This is an optimization exercise on Yosys and OpenROAD, whose aim is small area, not a production implementation.
No functional check of the RTL was part of any run shown here.

## flow/design.v (module list and top-level ports; edited modules follow where they fit)
// module algorithm_core: 1653 lines
// module algorithm_top: 21 lines
module algorithm_top (
  input  logic        clk,
  input  logic        rst_n,
  input  logic        s_valid,
  output logic        s_ready,
  input  logic [11:0] s_data,
  output logic        m_valid,
  input  logic        m_ready,
  output logic [15:0] m_data
);
  // ...
==> flow/run.sh <==
#!/bin/bash
# synth_recipe.tcl (not shown) runs the flow's synth.tcl, then flattens the netlist and writes it again
# the make line also repeats each setting of config.mk as NAME=value (left out here)
make -C /OpenROAD-flow-scripts/flow DESIGN_CONFIG=/design/flow/config.mk WORK_HOME=/design/flow/orfs CLKGATE_MAP_FILE= SYNTH_SCRIPT=/design/flow/synth_recipe.tcl finish
==> flow/config.mk <==
export PLATFORM = sky130hd
export DESIGN_NAME = algorithm_top
export DESIGN_NICKNAME = algorithm_top
export VERILOG_FILES = /design/flow/design.v
export SDC_FILE = /design/flow/constraint.sdc
export NUM_CORES = 4
export LEC_CHECK = 0
export CAP_MARGIN = 20
export CORE_MARGIN = 2
export CORE_UTILIZATION = 40
export SLEW_MARGIN = 20
==> flow/constraint.sdc <==
create_clock -name core_clock -period 6.0 [get_ports {clk}]
set_input_delay 1.2000 -clock core_clock [delete_from_list [all_inputs] [get_ports {clk}]]
set_output_delay 1.2000 -clock core_clock [all_outputs]
set_load 0.01 [all_outputs]
==> impl_metrics.py, run 1 <==
metrics = {
    "setup_path": {
        "path_max_fanout": 3,
        "reg2reg_to": "u_core.s871_q",
        "critPathMaxStageDelay_ps": 580,
        "crit_cells": 17,
        "arrival_ps": 6790,
    },
    "worst_hold_path": {
        "min_path_type": "reg2reg",
    },
    "clock_tree": {
        "cts_resized": 60,
    },
    "sta": {
        "worst_slack_ps": -296,
        "setup_viol": 3,
        "finalCritPeriodShare_pct": 105,
        "drv_slew": 0,
    },
    "layout": {
        "seq_share_pct": 15.3,
        "nets": 3440,
        "dominant_cells": "multi-input combinational cells",
        "num-multi-input-gates": 1127,
        "finalInstanceArea_sq_um": 30000,
    },
    "global_route": {
        "grtUsageTotal_pct": 29.0,
        "grt_max_degree": 182,
        "use_met2_pct": 46.5,
    },
    "run_status": {
        "so_faults": "negative setup slack",
        "outcome": "failed layout checks",
    },
    "yosys": {
        "synth_seq_area_share_pct": 17.9,
        "yosys.area_share.simple_pct": 2.84,
        "syn-mean-instance-area_sq_um": 10.7,
        "synth_area_leaders": "fa_1 58%, dfxtp_1 16%, inv_1 14%",
    },
    "drt": {
        "routed-wl-met2_um": 41500,
        "routedWlPerCell_um": 25.0,
    },
}
==> inputs of run 2 (changes only) <==
==> flow/flow/run.sh (new file) <==
#!/bin/bash
# Own layout flow: the standard synthesis, then a netlist clean-up that removes
# inverters around full adders (flow/netopt.py), then the standard layout steps.
set -euo pipefail
HERE=$(pwd)
R=$HERE/orfs/results/sky130hd/algorithm_top/base
bash standard.sh synth > synth_std.log 2>&1
cp $R/1_2_yosys.v $HERE/1_2_yosys.std.v
python3 flow/netopt.py $HERE/1_2_yosys.std.v $R/1_2_yosys.v > netopt.log 2>&1
rm -f $R/1_synth.odb $R/1_synth.sdc
bash standard.sh synth > synth_odb.log 2>&1
bash standard.sh > layout.log 2>&1
==> flow/flow/netopt.py (new file) <==
#!/usr/bin/env python3
"""Post-synthesis netlist clean-up for a yosys-written flat sky130hd netlist.

Full adders are self-dual: FA(~a,~b,~c) = ~FA(a,b,c) on both outputs.  Synthesis
leaves many inverters around the fa cells; this script chooses, for each fa cell,
whether to run it on the true or the complemented signals so that the number of
inverters needed is smallest, then rebuilds the inverters (at most one per signal).
Registers and ports are not touched."""
import re, sys, random
from collections import defaultdict

SA_STEPS = 3000000
INV = re.compile(r'sky130_fd_sc_hd__(inv|clkinv)_\d+$')
FA = re.compile(r'sky130_fd_sc_hd__fa_\d+$')
OUTPINS = {'X', 'Y', 'Q', 'Q_N', 'SUM', 'COUT', 'HI', 'LO'}

def parse(path):
    txt = open(path).read()
    m = re.search(r'^(.*?\);\n)(.*?)\nendmodule', txt, re.S)
    header, body = m.group(1), m.group(2)
    decls, cells, others = [], [], []
    # split body into statements ending in ';'
    for st in re.finditer(r'\s*(.*?;)', body, re.S):
        s = st.group(1).strip()
        if not s: continue
        if re.match(r'(input|output|inout|wire)\b', s):
            decls.append(s)
            continue
        mm = re.match(r'(sky130_fd_sc_hd__\w+)\s+(\\\S+\s|\S+)\s*\((.*)\)\s*;$', s, re.S)
        if mm:
            pins = {}
            for p in re.finditer(r'\.(\w+)\(\s*((?:\\\S+\s)|[^()\s]+)\s*\)', mm.group(3)):
                pins[p.group(1)] = p.group(2).strip()
            cells.append([mm.group(1), mm.group(2).strip(), pins])
        else:
            others.append(s)
    return header, decls, cells, others

def main(inp, outp, seed=1):
    header, decls, cells, others = parse(inp)
    if others:
        print("netopt: unhandled statements, leaving netlist unchanged:", others[:3], file=sys.stderr)
        open(outp, 'w').write(open(inp).read()); return
    driver = {}
    for ci, (t, n, pins) in enumerate(cells):
        for p, net in pins.items():
            if p in OUTPINS: driver[net] = (ci, p)
    # resolve inverter chains: net -> (base net, parity)
    base = {}
    def res(net):
        if net in base: return base[net]
        d = driver.get(net)
        if d and INV.match(cells[d[0]][0]):
            b, p = res(cells[d[0]][2]['A'])
            base[net] = (b, p ^ 1)
        else:
            base[net] = (net, 0)
        return base[net]
    ports_out = set()
    for s in decls:
        mm = re.match(r'output\s+(\[(\d+):(\d+)\]\s+)?(\S+);', s)
        if mm:
            if mm.group(1):
                for i in range(int(mm.group(3)), int(mm.group(2)) + 1): ports_out.add(f"{mm.group(4)}[{i}]")
            else: ports_out.add(mm.group(4))
    fa_ids = [ci for ci, c in enumerate(cells) if FA.match(c[0])]
    isfa = set(fa_ids)
    # consumers: list of (cell, pin, base, parity)
    uses = defaultdict(list)   # base -> list of (ci, pin, parity)
    for ci, (t, n, pins) in enumerate(cells):
        if INV.match(t): continue
        for p, net in pins.items():
            if p in OUTPINS: continue
            b, par = res(net)
            uses[b].append((ci, p, par))
    # output ports fed by inverters are consumers too
    port_use = {}
    for pn in ports_out:
        b, par = res(pn)
        if b != pn:
            uses[b].append((None, pn, par))
    # frozen fa: outputs that are ports
    frozen = set()
    for ci in fa_ids:
        for p in ('SUM', 'COUT'):
            if cells[ci][2].get(p) in ports_out: frozen.add(ci)
    flip = defaultdict(int)
    def dflip(b):
        d = driver.get(b)
        return flip[d[0]] if d and d[0] in isfa else 0
    def cost_base(b):
        fd = dflip(b)
        need = False
        for (ci, p, par) in uses[b]:
            fc = flip[ci] if ci in isfa else 0
            if fd ^ par ^ fc: return 1
        return 0
    # bases touching each fa
    touch = defaultdict(set)
    for b, us in uses.items():
        d = driver.get(b)
        if d and d[0] in isfa: touch[d[0]].add(b)
        for (ci, p, par) in us:
            if ci in isfa: touch[ci].add(b)
    def total():
        return sum(cost_base(b) for b in uses)
    c0 = total()
    rng = random.Random(seed)
    improved = True; it = 0
    while improved and it < 50:
        improved = False; it += 1
        order = fa_ids[:]; rng.shuffle(order)
        for ci in order:
            if ci in frozen: continue
            bs = touch[ci]
            before = sum(cost_base(b) for b in bs)
            flip[ci] ^= 1
            after = sum(cost_base(b) for b in bs)
            if after < before: improved = True
            elif after == before and rng.random() < 0.3: pass
            else: flip[ci] ^= 1
    # simulated annealing on top of the greedy result
    import math
    cur = total()
    best = cur; bestflip = dict(flip)
    movable = [ci for ci in fa_ids if ci not in frozen]
    steps = SA_STEPS
    for k in range(steps):
        T = 2.0 * (1 - k / steps) + 0.05
        ci = rng.choice(movable)
        bs = touch[ci]
        before = sum(cost_base(b) for b in bs)
        flip[ci] ^= 1
        after = sum(cost_base(b) for b in bs)
        dlt = after - before
        if dlt <= 0 or rng.random() < math.exp(-dlt / T):
            cur += dlt
            if cur < best: best = cur; bestflip = dict(flip)
        else:
            flip[ci] ^= 1
    flip.clear(); flip.update(bestflip)
    c1 = total()
    # rebuild
    new_cells = []
    invnet = {}
    extra_wires = []
    cnt = [0]
    def inverted(b):
        if b not in invnet:
            cnt[0] += 1
            nn = f"_netopt_inv{cnt[0]}_"
            extra_wires.append(nn)
            new_cells.append(['sky130_fd_sc_hd__inv_1', f"_netopt_i{cnt[0]}_", {'A': b, 'Y': nn}])
            invnet[b] = nn
        return invnet[b]
    for ci, (t, n, pins) in enumerate(cells):
        if INV.match(t):
            # keep inverters that drive an output port directly (rebuilt below)
            continue
        fc = flip[ci] if ci in isfa else 0
        np_ = {}
        for p, net in pins.items():
            if p in OUTPINS:
                np_[p] = net; continue
            b, par = res(net)
            if dflip(b) ^ par ^ fc: np_[p] = inverted(b)
            else: np_[p] = b
        new_cells.append([t, n, np_])
    # output ports that were driven by inverters
    for pn in ports_out:
        b, par = res(pn)
        if b == pn: continue
        if dflip(b) ^ par:
            cnt[0] += 1
            new_cells.append(['sky130_fd_sc_hd__inv_1', f"_netopt_i{cnt[0]}_", {'A': b, 'Y': pn}])
        else:
            cnt[0] += 1
            new_cells.append(['sky130_fd_sc_hd__buf_1', f"_netopt_b{cnt[0]}_", {'A': b, 'X': pn}])
    ninv_old = sum(1 for c in cells if INV.match(c[0]))
    ninv_new = sum(1 for c in new_cells if INV.match(c[0]))
    print(f"netopt: fa={len(fa_ids)} flipped={sum(flip[c] for c in fa_ids)} cost {c0}->{c1} inverters {ninv_old}->{ninv_new}", file=sys.stderr)
    used = set()
    for t, n, pins in new_cells:
        used.update(pins.values())
    out = [header.rstrip('\n')]
    for s in decls:
        mm = re.match(r'wire\s+(\[\d+:\d+\]\s+)?(\\\S+\s|\S+)\s*;', s)
        if mm and not mm.group(1):
            nm = mm.group(2).strip()
            if nm not in used and nm not in ports_out: continue
        out.append("  " + s)
    for w in extra_wires: out.append(f"  wire {w};")
    for t, n, pins in new_cells:
        pl = ",\n".join(f"    .{p}({v}{' ' if v.startswith(chr(92)) else ''})" for p, v in pins.items())
        nn = n + (' ' if n.startswith('\\') else '')
        out.append(f"  {t} {nn} (\n{pl}\n  );")
    out.append("endmodule")
    open(outp, 'w').write("\n".join(out) + "\n")

if __name__ == "__main__":
    main(sys.argv[1], sys.argv[2])
==> flow/standard.sh (new file) <==
#!/bin/bash
# synth_recipe.tcl (not shown) runs the flow's synth.tcl, then flattens the netlist and writes it again
# the make line also repeats each setting of config.mk as NAME=value (left out here)
make -C /OpenROAD-flow-scripts/flow DESIGN_CONFIG=/design/flow/config.mk WORK_HOME=/design/flow/orfs CLKGATE_MAP_FILE= SYNTH_SCRIPT=/design/flow/synth_recipe.tcl "${@:-finish}"
removed: flow/run.sh
==> run 2 against run 1 <==
The layout still fails its checks (negative setup slack). Synthesized area fell by 10%. Global-route usage decreased by 0.25 points. First-iteration DRC count shrank 6.2%. Maximum frequency rose by 1.2%. Die area fell by 10%. Final area down 7.7%. Critical path type unchanged. Setup slack improved by 74 ps. Highest routed layer unchanged.
==> impl_metrics.py, run 2 <==
metrics = {
    "layout": {
        "post-route-util_pct": 49.3,
        "final_common_cell": "fa_1",
        "final_cells": 2793,
        "nets": 2782,
        "drive_above_1_share_pct": 29.6,
        "most-common-layout-cells": "627 x fa_1, 342 x buf_4, 224 x inv_1",
        "diodes": 0,
        "syn_to_final_growth_pct": 22.3,
    },
    "sta": {
        "finalCritPeriodShare_pct": 104,
        "worst_slack_ps": -222,
        "fmax_mhz": 161,
        "grt_setup_unrepaired": "yes",
        "min_period_ps": 6220,
        "hold_viol": 0,
        "clock_skew_ps": 18.1,
        "relSlewSlack_pct": 26.1,
        "worst_slew_pin_slew_ps": 1110,
        "setup_viol": 2,
        "setup-tns-final_ps": -402,
        "drv_slew": 0,
    },
    "placement": {
        "post-dp-hpwl_um": 71600,
        "gp_congestion": 1.11,
        "io_buffers": 31,
        "place_inst": 2734,
    },
    "setup_path": {
        "start_kind": "flip-flop",
        "worst_ep_required_time_ps": 6520,
        "reg2reg_setup_slack_ps": -220,
        "worst_path_max_delay_cell": "fa_1",
        "startpoint": "u_core.h4[5]",
        "end_kind": "flip-flop",
        "worstSetupPathType": "reg2reg",
        "r2r_start": "u_core.h4[5]",
        "reg2reg_to": "u_core.s871_q",
        "crit_chain": "buf_4, fa_1, fa_1, fa_1, fa_1, fa_1, fa_1, fa_1, fa_2, fa_2, nand4b_1, a21oi_2, o31a_1, ha_4, fa_1, inv_1",
        "path_max_fanout": 4,
        "critPathMaxStageDelay_ps": 580,
        "reg2reg_depth": 16,
        "arrival_ps": 6740,
        "cp_common_cell": "fa_1",
    },
    "yosys": {
        "syn-mean-instance-area_sq_um": 13.5,
        "syn_inst": 1672,
        "synth_area_sq_um": 22600,
        "ys_warn_count": 1,
        "syn-num-nets": 2439,
    },
    "drt": {
        "drt_iter0_markers": 1490,
        "drc_errors": 0,
        "vias": 14703,
        "dr.pass1.iters": 8,
        "routedWlPerCell_um": 29.1,
        "ant_nets": 0,
        "avgViaCountPerCell": 5.26,
        "routed_wl_um": 81200,
    },
    "worst_hold_path": {
        "min_path_type": "reg2reg",
        "min_path_cells": 0,
        "hold_end": "u_core.v2_q",
        "min_from": "u_core.v1_q",
    },
    "clock_tree": {
        "numClockSinks": 219,
        "cts_tree": "yes",
        "htree_levels": 1,
        "cts_buffer_depth": 3,
        "path_clk_slew_ps": 60,
        "cts_made_buffers": 28,
        "clk_latency_ps": 580,
        "cts_hold_buffers": 0,
        "cts-root-buf": "clkbuf_16",
    },
    "global_route": {
        "grt-ovfl-total": 0,
        "grt_pass1_wl_um": 117000,
        "first_global_vias": 16832,
        "antenna_found_initial": 0,
        "grt_max_degree": 151,
        "grtUsageTotal_pct": 28.8,
    },
    "run_status": {
        "so_faults": "negative setup slack",
        "outcome": "failed layout checks",
    },
    "floorplan": {
        "coreArea_sq_um": 56200,
        "die_h_um": 242,
        "die_width_um": 242,
        "io_pins": 34,
        "die-area_sq_um": 58500,
        "initial_core_util_pct": 40.3,
        "rows": 87,
    },
    "flow_run": {
        "drv_cap": 0,
    },
}
run 2: timing repair:
action                                 CTS  global route
pin swaps                               32            15
resized for setup                      105            38
setup endpoints to repair               10             7
buffers inserted                         4             3
endpoints found under the hold margin    0             0
gates cloned                             0             0
run 2: metal layers:
| layer | wire length (um) | GRT usage (%) | share of wire [%] |
|---|---|---|---|
| met5 | 122 | 1.55 | 0.15 |
| met4 | 6940 | 19.7 | 8.5 |
| met3 | 7880 | 6.33 | 9.7 |
| met2 | 37100 | 44.0 | 46 |
| met1 | 29200 | 36.7 | 36 |
run 2: worst max-delay path by stage:
| stage | to | slack [ps] |
|---|---|---|
| after floorplan | u_core.s871_q | 0.8 |
| after global placement | m_data[14] | -710 |
| after detailed placement | m_data[14] | -640 |
| after CTS | u_core.s871_q | -200 |
| after global routing | u_core.s871_q | -330 |
| final | u_core.s871_q | -220 |
run 2: per-stage QoR:
| step | setup slack, ps | hold slack (ps) | area, sq um |
|---|---|---|---|
| after floorplan | 0.842 | 331 | 22700 |
| after global placement | -708 | 339 | 26400 |
| after detailed placement | -644 | 341 | 26400 |
| after CTS | -205 | 354 | 27600 |
| after global routing | -331 | 365 | 27700 |
| final | -222 | 352 | 27700 |
run 2: final cells by class:
cell class                      instances  area [sq um]
Clock buffer                           40           837
Clock inverter                         12           124
Fill cell                            4997         28500
Inverter                              255           962
Multi-Input combinational cell       1127         17100
Sequential cell                       219          4600
Tap cell                              756           946
Timing Repair Buffer                  384          3100
run 2: critical path: cells and delay by family, from the launching register on:
| kind | cells | cell delay (ps) |
|---|---|---|
| AO/OA/AOI/OAI | 2 | 380 |
| adder cells (fa/ha/maj) | 11 | 4980 |
| AND/OR/NAND/NOR | 1 | 130 |
| buffers and inverters | 2 | 270 |
| flip-flops | 1 | 390 |
==> inputs of run 3 (changes only) <==
--- a/flow/config.mk
+++ b/flow/config.mk
@@ -8,4 +8,5 @@
 export CAP_MARGIN = 20
 export CORE_MARGIN = 2
 export CORE_UTILIZATION = 40
+export GPL_TIMING_DRIVEN = 0
 export SLEW_MARGIN = 20
==> run 3 against run 2 <==
Critical path depth down 1. The layout still fails its checks (negative setup slack). Sequential share of layout area up 1.3 points. Largest cell class unchanged. Maximum frequency down 4.1%. Highest routed layer unchanged.
==> impl_metrics.py, run 3 <==
metrics = {
    "sta": {
        "drv_slew": 0,
        "worst_slack_ps": -486,
        "min_period_ps": 6490,
        "worst_slew_pin_slew_ps": 1300,
        "setup_viol": 4,
        "setup-tns-final_ps": -980,
        "clock_skew_ps": 15.0,
        "grt_setup_unrepaired": "yes",
        "relSlewSlack_pct": 13.4,
        "fmax_mhz": 154,
        "hold_viol": 0,
        "finalCritPeriodShare_pct": 108,
    },
    "setup_path": {
        "reg2reg_to": "u_core.s871_q",
        "path_max_fanout": 4,
        "critPathMaxStageDelay_ps": 620,
        "arrival_ps": 7050,
        "crit_chain": "fa_1, fa_1, fa_1, fa_1, fa_1, fa_1, fa_1, fa_2, fa_2, nand4b_1, a21oi_1, o31a_2, ha_4, fa_1, inv_1",
        "crit_cells": 15,
        "worst_ep_required_time_ps": 6560,
        "worstSetupPathType": "reg2reg",
        "end_kind": "flip-flop",
        "cp_common_cell": "fa_1",
        "start_kind": "flip-flop",
        "reg2reg_setup_slack_ps": -490,
        "critPathBufInv": 1,
        "reg2reg_depth": 15,
        "crit_family": "adder cells",
        "r2r_start": "u_core.h7[1]",
        "worst_path_max_delay_cell": "dfxtp_1",
    },
    "floorplan": {
        "die-area_sq_um": 58500,
        "die_h_um": 242,
        "coreArea_sq_um": 56200,
        "initial_core_util_pct": 40.3,
        "die_width_um": 242,
        "rows": 87,
        "io_pins": 34,
    },
    "run_status": {
        "outcome": "failed layout checks",
        "so_faults": "negative setup slack",
    },
    "layout": {
        "most-common-layout-cells": "630 x fa_1, 183 x nand2_1, 180 x o22ai_1",
        "seq_area_sq_um": 4790,
        "final_common_cell": "fa_1",
        "multi_input_area_sq_um": 17100,
        "nets": 2621,
        "final_cells": 2634,
        "syn_to_final_growth_pct": 17.8,
        "post-route-util_pct": 47.5,
        "drive_above_1_share_pct": 28.0,
        "fillers": 5097,
    },
    "placement": {
        "post-place-ws_ps": -1250,
        "post-dp-hpwl_um": 98900,
        "io_buffers": 31,
        "gp_congestion": 1.06,
        "place_inst": 2459,
    },
    "drt": {
        "drt_iter0_markers": 2157,
        "ant_nets": 0,
        "dr.pass1.iters": 6,
        "vias": 15611,
        "routedWlPerCell_um": 45.8,
        "routed_wl_um": 121000,
        "avgViaCountPerCell": 5.93,
        "drc_errors": 0,
    },
    "global_route": {
        "grt_pass1_wl_um": 158000,
        "grtUsageTotal_pct": 42.0,
        "antenna_found_initial": 6,
        "grt_max_degree": 16,
        "first_global_vias": 16737,
        "grt-ovfl-total": 0,
    },
    "yosys": {
        "synth_area_sq_um": 22600,
        "syn_inst": 1672,
        "syn-num-nets": 2439,
        "syn-mean-instance-area_sq_um": 13.5,
        "ys_warn_count": 1,
    },
    "worst_hold_path": {
        "min_path_cells": 0,
        "min_path_type": "reg2reg",
        "hold_end": "u_core.v2_q",
        "min_from": "u_core.v1_q",
    },
    "flow_run": {
        "drv_cap": 0,
    },
    "clock_tree": {
        "numClockSinks": 219,
        "cts-root-buf": "clkbuf_16",
        "htree_levels": 1,
        "path_clk_slew_ps": 70,
        "clk_latency_ps": 610,
        "cts_made_buffers": 29,
        "cts_buffer_depth": 3,
        "cts_hold_buffers": 0,
        "cts_tree": "yes",
    },
}
==> run 3: per-layer routing <==
layer / part of all wire, % / track usage [%]
met4: 7.2 / 22.8
met3: 11 / 12.0
met1: 38 / 55.1
met5: 0.032 / 0
met2: 44 / 63.6
==> run 3: metrics by stage <==
| stage | hold slack, ps | cell area [sq um] |
|---|---|---|
| after floorplan | 331 | 22700 |
| after global placement | 334 | 24000 |
| after detailed placement | 343 | 24000 |
| after CTS | 358 | 26400 |
| after global routing | 369 | 26700 |
| final | 351 | 26700 |
==> run 3: final cells by class <==
type | instances | share of cell area [%]
clock buffer | 42 | 3.13
clock inverter | 11 | 0.474
antenna | 2 | 0.0188
multi-input combinational | 1127 | 64.2
inverter | 255 | 4.32
sequential | 219 | 18.0
timing repair buffer | 151 | 4.97
buffer | 71 | 1.37
tap | 756 | 3.54
==> run 3: repair_timing <==
item	4_1_cts	5_1_grt
setup endpoints to repair	14	7
pin swaps	25	26
resized for setup	262	52
buffers inserted	105	15
==> run 3: worst max-delay path by stage <==
stage | slack (ps) | startpoint | to
4_1_cts | -540 | u_core.h2[7] | u_core.s871_q
5_1_grt | -620 | u_core.h2[7] | u_core.s871_q
2_1_floorplan | 0.8 | u_core.h5[6] | u_core.s871_q
6_report | -490 | u_core.h7[1] | u_core.s871_q
3_3_place_gp | -1330 | u_core.h12[3] | u_core.s871_q
3_5_place_dp | -1250 | u_core.h5[3] | u_core.s871_q

afterwards: timing with drivers on the ports:
The flow's constraints put no driver on any port. The routed layouts listed below were extracted and timed again, unchanged, in two steps. Step 1 sets driving cells, clkbuf_16 on the clock port and buf_2 on the other inputs (assumed; they add their load-dependent delay and slew). Step 2 also shifts input and output timing later by t, the mid clock arrival at the registers, as if the neighbouring blocks saw the same clock. a / b / c = ideal ports / drivers / drivers and shift; a / b = the first two.
run	shift t [ns]	setup slack, ns	worst setup path at the end	latest minus earliest clock arrival (ns)
run 1	0.666	-0.296 / -0.296 / -0.296	register to register	0.019 / 0.020
run 2	0.629	-0.222 / -0.222 / -0.222	register to register	0.018 / 0.018
run 3	0.667	-0.486 / -0.486 / -0.486	register to register	0.016 / 0.015
